What follows belongs to an exercise in optimizing a design on an open flow for small area and a short achievable clock period; a production flow would make more cautious choices. Only simulation tests tie the RTL to the original design; equivalence was not proved. No activity file was given, so power comes from the tool's default toggle rates.

==> 04-04 <==
==> flow/design.v (excerpt) <==
module new_alu(i_op, i_arg_A, i_arg_B, i_clk, i_reset, o_result, o_status, o_op_rdy, o_alu_error);
	input  logic [3:0] i_op;
	input  logic [7:0] i_arg_A;
	input  logic [7:0] i_arg_B;
	input  logic       i_clk;
	input  logic       i_reset;
	output logic [7:0] o_result;
	output logic [3:0] o_status;
	output logic       o_op_rdy;
	output logic       o_alu_error;
	logic [7:0] res;
	logic [4:0] ctl;
	alu_core core(.i_op(i_op), .i_arg_A(i_arg_A), .i_arg_B(i_arg_B), .res(res), .ctl(ctl));
	logic [7:0] r_res;
	logic r_neg, r_st3, r_st0;
	logic [1:0] r_cls;
	always_ff @(posedge i_clk) begin
		if (!i_reset) begin
			r_res <= 8'd0;
			r_neg <= 1'b0;
			r_st3 <= 1'b0;
			r_st0 <= 1'b0;
			r_cls <= 2'b01;
		end else begin
			r_res <= res;
			r_neg <= ctl[4];
			r_cls <= ctl[3:2];
			r_st3 <= ctl[1];
			r_st0 <= ctl[0];
		end
	end
	logic [7:0] low;
	always_comb
		for (int i = 0; i < 8; i++) begin
			low[i] = 1'b0;
			for (int j = 0; j < i; j++)
				low[i] = low[i] | r_res[j];
		end
	assign o_result = r_res ^ ({8{r_neg}} & low);
	logic par;
	assign par = ^o_result;
	assign o_status = {r_st3,
	                   par | (r_cls == 2'b11 && o_result == 8'hFF),
	                   r_cls[1] ? ~par : (~r_cls[0] && o_result == 8'd0),
	                   r_st0};
	assign o_alu_error = r_st0;
	assign o_op_rdy = ~r_st0;
endmodule
export LEC_CHECK = 0
export ABC_AREA = 1
export CAP_MARGIN = 20
export CORE_MARGIN = 2
export CORE_UTILIZATION = 70
export CTS_BUF_LIST = sky130_fd_sc_hd__clkbuf_2
export PLACE_DENSITY = 0.85
export SLEW_MARGIN = 20
create_clock -name core_clock -period 18.0 [get_ports {i_clk}]
standard.sh (not shown) runs the stock make flow with config.mk's settings and CLKGATE_MAP_FILE= SYNTH_SCRIPT=/design/flow/synth_recipe.tcl, a recipe that flattens the netlist after the stock synthesis.
==> flow/flow/run.sh <==
#!/bin/bash
# The standard layout (standard.sh), with two changes:
# - Yosys's full/half-adder cell extraction is off (ADDER_MAP_FILE empty), so
#   that ABC maps the adders' logic together with the rest of the logic;
# - the port buffers are sky130_fd_sc_hd__buf_2 cells (BUFFER_PORTS_ARGS).
set -euo pipefail
bash standard.sh ADDER_MAP_FILE= "BUFFER_PORTS_ARGS=-buffer_cell sky130_fd_sc_hd__buf_2" finish > standard.log 2>&1
==> 07-27: changes against 04-04 <==
==> flow/flow/run.sh (replaced) <==
#!/bin/bash
# The standard layout (standard.sh), with two changes:
# - Yosys's full/half-adder cell extraction is off (ADDER_MAP_FILE empty), so
#   that ABC maps the adders' logic together with the rest of the logic;
# - the port buffers are sky130_fd_sc_hd__buf_1 cells (BUFFER_PORTS_ARGS).
set -euo pipefail
bash standard.sh ADDER_MAP_FILE= "BUFFER_PORTS_ARGS=-buffer_cell sky130_fd_sc_hd__buf_1" finish > standard.log 2>&1
- CTS_BUF_LIST: sky130_fd_sc_hd__clkbuf_2 -> default
==> notes <==
In sequential power, 07-27 and 04-04 hardly differ. Of 07-27 and 04-04, 07-27 has the higher hold slack (gap 40 ps). 04-04 completed without violations. 07-27 completed without violations. Flip-flop and latch count is the same in 07-27 and 04-04. Between 07-27 and 04-04, the lower count of clock-buffer cells in the layout is in 07-27 (gap 1). Of 04-04 and 07-27, 04-04 has the higher critical path depth (gap 2). Against 07-27, the utilization of 04-04 is higher by 0.19 points.
==> figures <==
|  | 04-04 | 07-27 |
|---|---|---|
| Final area over synthesized area | 1.052x | 1.049x |
| Fraction of area in registers | 6.45% | 6.46% |
| Fraction of area in multi-input gates | 76.2% | 76.4% |
| WL/cell | 15.1 um | 15.6 um |
| Non-clk bufs | 35 | 36 |
| Run status | finished clean | finished clean |
| WHS | 3540 ps | 3580 ps |
| Global-route wire length before repair | 20700 um | 21300 um |
| Final RePlAce weighted congestion | 1.10 | 1.14 |
| Number of placed cells counting well taps | 834 | 835 |
| Highest ir drop seen on vdd | 0.0327 mV | 0.0384 mV |
| Clk slew on worst S/H paths | 110 ps | 50 ps |
| Int Pwr | 76.6 uW | 84.6 uW |
| Final HPWL DP | 10300 um | 10500 um |

separate check: timing with driven ports:
The flow's constraints put no driver on any port. The routed layouts listed below were extracted and timed again, unchanged, in two steps. Step 1, drivers: a clkbuf_16 drives i_clk and a buf_2 each remaining input, both assumed. Step 2 also shifts input and output timing later by t, the mid clock arrival at the registers, as if the neighbouring blocks saw the same clock. Slacks: no drivers / after step 1 / after step 2; pairs: no drivers / after step 1.
run	t, ns	slack for setup (ns)	slew at the worst register clock pin (ns)	worst slew at a driven data input, ns
04-04	0.268	10.228 / 10.223 / 9.955	0.11 / 0.11	0.03
07-27	0.267	9.980 / 9.975 / 9.708	0.05 / 0.05	0.03
After both steps setup and hold are still met in every run listed. The setup slack of 04-04, which loses most, moves by -0.005 ns with the drivers and by -0.273 ns with both steps.
